Background: an optimization exercise with open tools, aiming at small area and a short achievable clock period. Do not read the settings as production practice. In this exercise RTL edits were held to simulation tests only and were not proved equivalent to the original.

==> flow/design.v, too long to show whole: its modules and the start of the top module <==
// module EdgeRasterizer_add16: 28 lines
// module EdgeRasterizer: 896 lines
module EdgeRasterizer(clock,
						in_sig_start_new_triangle,
						in_sig_get_boundary_coords,
						in_sig_form_edges,
						in_sig_pixel_loop_setup,
						in_sig_rasterize_pixels,
						in_v0_screen_x, in_v0_screen_y,
						in_v1_screen_x, in_v1_screen_y,
						in_v2_screen_x, in_v2_screen_y,
						in_v0_depth, in_v1_depth, in_v2_depth,
						in_color,
						out_sig_rasterize_write_pixel,
						out_sig_rasterize_done,
						out_pixel_x, out_pixel_y,
						out_pixel_depth,
						out_pixel_color);
  // ...
==> flow/run.sh <==
#!/bin/bash
# synth_recipe.tcl (not shown) runs the flow's synth.tcl, then flattens the netlist and writes it again
# the make line also repeats each setting of config.mk as NAME=value (left out here)
make -C /OpenROAD-flow-scripts/flow DESIGN_CONFIG=/design/flow/config.mk WORK_HOME=/design/flow/orfs CLKGATE_MAP_FILE= SYNTH_SCRIPT=/design/flow/synth_recipe.tcl finish
==> flow/config.mk <==
export PLATFORM = sky130hd
export DESIGN_NAME = EdgeRasterizer
export DESIGN_NICKNAME = EdgeRasterizer
export VERILOG_FILES = /design/flow/design.v
export SDC_FILE = /design/flow/constraint.sdc
export NUM_CORES = 4
export LEC_CHECK = 0
export CAP_MARGIN = 20
export CORE_MARGIN = 2
export CORE_UTILIZATION = 40
export SLEW_MARGIN = 20
==> flow/constraint.sdc <==
create_clock -name core_clock -period 28.0 [get_ports {clock}]
set_input_delay 5.6000 -clock core_clock [delete_from_list [all_inputs] [get_ports {clock}]]
set_output_delay 5.6000 -clock core_clock [all_outputs]
set_load 0.01 [all_outputs]
==> impl_metrics.csv, run 1 <==
group,metric,value,unit
sta,finalSetupViolCount,0,
detailed_routing,met2_length,46200,µm
synthesis,synth.ff_latch_count,276,
layout,antenna_cells,0,
worst_setup_path,r2r.worst_path.cells,30,
placed_design,finalWeightedCongestion,0.933,
detailed_routing,wl_per_cell,22.6,µm
sta,fin_ws,20200,ps
layout,finalInstanceArea,0.0357,mm²
worst_setup_path,crit_fanout,45,
worst_setup_path,cpLargestDelayFamily,"simple AND/OR/NAND/NOR gates",
layout,final_util,46.0,%
worst_setup_path,path_depth,30,
sta,worst_pin_slew,1070,ps
clock_tree,cts.clk_slew.worst_paths,60,ps
layout,layout-drive-gt1-share,7.90,%
min_path,worstHoldPathCells,2,
layout,register_area,0.00825,mm²
synthesis,synth_edf_count,272,
synthesis,synth-adder-area-share,30.0,%
min_path,min-delay-start,"r5[1]",
synthesis,syn_area_per_cell,9.77,µm²
detailed_routing,met3_length,7600,µm
sta,min_period,7800,ps
clock_tree,cts_setup_buffers,0,
detailed_routing,routed_via_density,5.43,
detailed_routing,top_layer,"met4",
synthesis,synth_top_family_by_area,"adder cells",
synthesis,synthFlopType,"edfxtp_1",
synthesis,async_flop_share,0,%
synthesis,synthMostInstantiatedCell,"inv_1",
placed_design,io_buffer_count,175,
layout,dominant_cells,"multi-input combinational cells",
layout,final_cell_mix,"inv_1 (462), nor2_1 (379), ha_1 (300), fa_1 (285), edfxtp_1 (272)",
global_route,use_met3,3.47,%
status,status,"no timing/DRC/antenna violations",
sta,fmax,128,MHz
placed_design,post-place-ws,20080,ps
global_route,grt.met1_usage,34.5,%
==> run 2: changes to the inputs <==
--- a/flow/design.v
+++ b/flow/design.v
@@ -808,21 +808,19 @@
 	wire [15:0] s2v = {m2t_s345, m2t_s343, m2t_s341, m2t_s339, m2t_s337, m2t_s335, m2t_s333, m2t_s331, m2t_s329, m2t_s327, m2t_s325, m2t_s323, m2t_s321, m2t_s319, m2t_p2, m2t_p1};
 	wire [15:0] c2v = {m2t_c344, m2t_c342, m2t_c340, m2t_c338, m2t_c336, m2t_c334, m2t_c332, m2t_c330, m2t_c328, m2t_c326, m2t_c324, m2t_c322, m2t_c320, m2t_p32, m2t_p17, 1'b0};
 	wire [15:0] area_c;
 	wire area_cc;
 	EdgeRasterizer_add16 u_area(e1, ~e2, 1'b1, area_c, area_cc);
 	wire [15:0] u1 = (ph_c & j1) ? area_c : 16'd0;
 	wire [15:0] f1s = s1v ^ c1v ^ u1;
 	wire [15:0] f1c = (s1v & c1v) | (s1v & u1) | (c1v & u1);
-	wire [15:0] res1 = f1s + {f1c[14:0], 1'b0};
 	wire [15:0] u2 = (ph_c & j2) ? area_c : 16'd0;
 	wire [15:0] f2s = s2v ^ c2v ^ u2;
 	wire [15:0] f2c = (s2v & c2v) | (s2v & u2) | (c2v & u2);
-	wire [15:0] res2 = f2s + {f2c[14:0], 1'b0};
 	wire [15:0] xd;
 	wire xd_c;
 	EdgeRasterizer_add16 u_xd(x, ~r4, 1'b1, xd, xd_c);
 	wire [7:0] inv = (area_c[15:8] != 8'd0 || area_c[7:0] == 8'd0) ? 8'd0 :
 		(area_c[7:0] <= 8'd1) ? 8'd128 :
 		(area_c[7:0] <= 8'd2) ? 8'd64 :
 		(area_c[7:0] <= 8'd3) ? 8'd42 :
 		(area_c[7:0] <= 8'd4) ? 8'd32 :
@@ -840,33 +838,39 @@
 		(area_c[7:0] <= 8'd21) ? 8'd6 :
 		(area_c[7:0] <= 8'd25) ? 8'd5 :
 		(area_c[7:0] <= 8'd32) ? 8'd4 :
 		(area_c[7:0] <= 8'd42) ? 8'd3 :
 		(area_c[7:0] <= 8'd64) ? 8'd2 :
 		(area_c[7:0] <= 8'd128) ? 8'd1 : 8'd0;
 	wire [8:0] dd1 = {7'd0, dep1} - {7'd0, dep0};
 	wire [8:0] dd2 = {7'd0, dep2} - {7'd0, dep0};
-	wire [15:0] e0 = area - e1 - e2;
+	wire [15:0] z0s = area ^ ~e1 ^ ~e2;
+	wire [15:0] z0c = (area & ~e1) | (area & ~e2) | (~e1 & ~e2);
+	wire [15:0] e0;
+	wire e0_c;
+	EdgeRasterizer_add16 u_e0(z0s, {z0c[14:0], 1'b1}, 1'b1, e0, e0_c);
 	wire in_tri = ~e0[15] & ~e1[15] & ~e2[15];
 	wire [8:0] t1 = s1v[8:0] + c1v[8:0];
 	wire [8:0] t2 = s2v[8:0] + c2v[8:0];
 	wire [10:0] dsum = {2'b00, t1} + {2'b00, t2} + {2'b00, dep0, 1'b1, 6'd0};
 	wire [1:0] dq = (dsum[10:9] != 2'b00) ? 2'b11 : dsum[8:7];
 	wire [15:0] xi, yi;
 	wire xi_c, yi_c;
 	EdgeRasterizer_add16 u_xi(x, 16'd0, nincx, xi, xi_c);
 	EdgeRasterizer_add16 u_yi(y, 16'd0, nincy, yi, yi_c);
 	wire [15:0] nx = nsel ? r4 : xi;
 	wire atx = (nx == max_x);
 	wire aty = (yi == r5);
-	wire [15:0] e1n, e2n;
-	wire e1n_c, e2n_c;
-	EdgeRasterizer_add16 u_e1(atx ? rs1 : e1, atx ? r2 : r0, 1'b0, e1n, e1n_c);
-	EdgeRasterizer_add16 u_e2(atx ? rs2 : e2, atx ? r3 : r1, 1'b0, e2n, e2n_c);
+	wire [15:0] ea1 = setup_bc ? f1s : atx ? rs1 : e1;
+	wire [15:0] eb1 = setup_bc ? {f1c[14:0], 1'b0} : atx ? r2 : r0;
+	wire [15:0] ea2 = setup_bc ? f2s : atx ? rs2 : e2;
+	wire [15:0] eb2 = setup_bc ? {f2c[14:0], 1'b0} : atx ? r3 : r1;
+	wire [15:0] e1n = ea1 + eb1;
+	wire [15:0] e2n = ea2 + eb2;
 	wire hold = atx & aty;
 	wire wrap = atx & ~aty;
 	reg [1:0] od;
 	reg wr, dn;
 	always @(posedge clock) begin
 		if (st) begin
 			dep0 <= in_v0_depth;
 			dep1 <= in_v1_depth;
@@ -894,22 +898,22 @@
 			y <= ph_a ? mny : yi;
 		end
 		if (ls) begin
 			area <= area_c;
 			m1 <= dd1 * {1'b0, inv};
 			m2 <= dd2 * {1'b0, inv};
 		end
 		if (fe | ls | (rs & ~hold)) begin
-			e1 <= setup_bc ? res1 : e1n;
-			e2 <= setup_bc ? res2 : e2n;
+			e1 <= e1n;
+			e2 <= e2n;
 		end
 		if (ls | (rs & wrap)) begin
-			rs1 <= ph_c ? res1 : e1n;
-			rs2 <= ph_c ? res2 : e2n;
+			rs1 <= e1n;
+			rs2 <= e2n;
 		end
 		if (ls | rs) begin
 			nsel <= ~ph_c & wrap;
 			nincx <= ~ph_c & ~atx;
 			nincy <= ~ph_c & wrap;
 		end
 		od <= dq;
 		wr <= rs & in_tri;
==> impl_metrics.csv, run 2 <==
group,metric,value,unit
worst_setup_path,crit_fanout,8,
sta,worst_pin_slew,1030,ps
worst_setup_path,crit_required,28310,ps
synthesis,yosys-top-cells-count,"inv_1 (389), nor2_1 (334), ha_1 (273)",
sta,hold_viol_final,0,
global_route,antenna_found_initial,3,
floorplan,rows,100,
synthesis,synthFlopType,"edfxtp_1",
global_route,grt.overflow.total,0,
detailed_routing,routed_via_density,5.58,
global_route,grt_max_degree,81,
worst_setup_path,startpoint_type,"flip-flop",
status,status,"no timing/DRC/antenna violations",
floorplan,die_h,279,µm
min_path,hold_path_class,"flip-flop to flip-flop",
placed_design,placedInstanceArea,0.0330,mm²
synthesis,yosysWarnings,2,
synthesis,ys_top_cells_by_area,"edfxtp_1 (27%), fa_1 (18%), ha_1 (11%)",
layout,nNetsFinal,3923,
floorplan,die_area,0.0777,mm²
clock_tree,cts_max_level,2,
synthesis,synth_top_area_cell,"edfxtp_1",
synthesis,synth_top_area_share,27.0,%
layout,layout-drive-gt1-share,6.34,%
clock_tree,cts_buffers,37,
synthesis,async_flop_share,0,%
clock_tree,cts_tree,"built",
placed_design,dpl.hpwl,78100,µm
layout,final_common_cell,"inv_1",
clock_tree,ctsHoldBuffers,0,
synthesis,syn_area_per_cell,9.71,µm²
sta,worst_clock_skew,46.6,ps
sta,min_period,7960,ps
sta,finalSetupViolCount,0,
clock_tree,cts_resized,0,
clock_tree,clock_sinks,276,
detailed_routing,drt-total-wl,98900,µm
global_route,grt_use_total,25.4,%
sta,rsz0062_at_grt,"false",
detailed_routing,wl_per_cell,23.3,µm
layout,final_cell_mix,"inv_1 (389), nor2_1 (333), ha_1 (273), edfxtp_1 (272), fa_1 (270)",
floorplan,io_pins,176,
placed_design,io_buffer_count,175,
layout,fin_cells,4252,
worst_setup_path,criticalPathCategory,"flip-flop to flip-flop",
synthesis,synth.ff_latch_count,276,
detailed_routing,ant_nets,0,
sta,fmax,126,MHz
detailed_routing,drt-initial-drc-count,2203,
synthesis,syn-num-nets,3778,
layout,syn2layout_area_growth,13.3,%
sta,max-slew-margin-rel,29.4,%
flow_run,maxCapViolCount,0,
floorplan,die_w,279,µm
detailed_routing,vias,23738,
placed_design,dp.cells,4186,
sta,tns,0,ps
layout,finalInstanceArea,0.0342,mm²
clock_tree,cts_root_buf,"clkbuf_16",
global_route,grt_pass1_vias,23789,
detailed_routing,firstDrtPassIters,5,
global_route,grt_pass1_wl,148000,µm
synthesis,synthMostInstantiatedCell,"inv_1",
detailed_routing,post-route-drc-count,0,
sta,period_share,28.4,%
worst_setup_path,max_stage_delay,670,ps
clock_tree,clockBufferDepth,3,
worst_setup_path,end_kind,"flip-flop",
placed_design,finalWeightedCongestion,0.936,
clock_tree,clk_latency,610,ps
synthesis,synth_edf_count,272,
clock_tree,cts.clk_slew.worst_paths,60,ps
floorplan,initial_core_util,40.5,%
synthesis,synth_area,0.0302,mm²
clock_tree,cts_setup_buffers,0,
worst_setup_path,crit_arrival,8270,ps
synthesis,yosys.cell_types.count,78,
worst_setup_path,crit_slowest_cell,"a311oi_1",
synthesis,syn_inst,3111,
sta,maxSlewViolCount,0,
floorplan,core_area,0.0746,mm²
synthesis,ys_seq_area_share,27.3,%
## run 2: cell count changes after synthesis, moves of 20 or more
cell      delta
inv_1       -73
nor2_1      -47
a21o_1      -34
clkbuf_1    +20
ha_1        -27
mux2_2      -23
nand2_1     +24
o21a_1      +23
nand3_1     +23
o21ai_1     +25
## run 2: layout make-up
class                   instances  area [µm²]
clock buffers                  48         967
repair buffers                227        2140
well taps                     969        1210
fillers                      7162       40300
multi-input cells            2323       20000
inverters                     391        1470
diodes                          1        2.50
flip-flops and latches        276        8250
clock inverters                17         213
## run 2: per-layer routing
metal	part of all wire, %	track usage (%)	wire, µm	up-vias
met5	0	0	0	-
met4	2.8	7.17	2750	0
met3	9.7	6.26	9610	163
met2	46	40.4	45000	964
met1	42	34.5	41500	11737
li1	-	-	-	10874
## run 2: cells by family after synthesis
group           Yosys count  share of synthesized area, %
buf+inv                 512                          6.70
fa+ha+maj               543                          29.2
mux                     208                          7.12
compound gates          539                          11.2
flops                   276                          27.3
xor+xnor                204                          5.91
simple gates            829                          12.6
## run 2: path summary, 6_finish.rpt
kind / from / end / slack, ps / depth (start not counted)
max: e1[0] / m2[8] / 20040 / 32
min reg2reg: rs1[0] / e1[0] / 740 / 3
min: rs1[0] / e1[0] / 740 / 3
max reg2reg: e1[0] / m2[8] / 20040 / 32
## run 2: critical path: cells and delay by family, from the launching register on
kind                       cells  cell delay, ps
DFF                            1             460
and+or+nand+nor                3             740
adders and majority gates      6            2110
xor gates and xnor gates       5             980
buffers and inverters          4             340
AOI/OAI and AO/OA             14            3020
## run 2: stage by stage
stage          hold slack (ps)  utilization [%]  setup WS (ps)
5_1_grt                    780             45.9          19540
4_1_cts                    742             45.9          20100
3_3_place_gp               748             44.3          20020
2_1_floorplan              585                -          19420
3_5_place_dp               751             44.3          19990
6_report                   737             45.9          20040
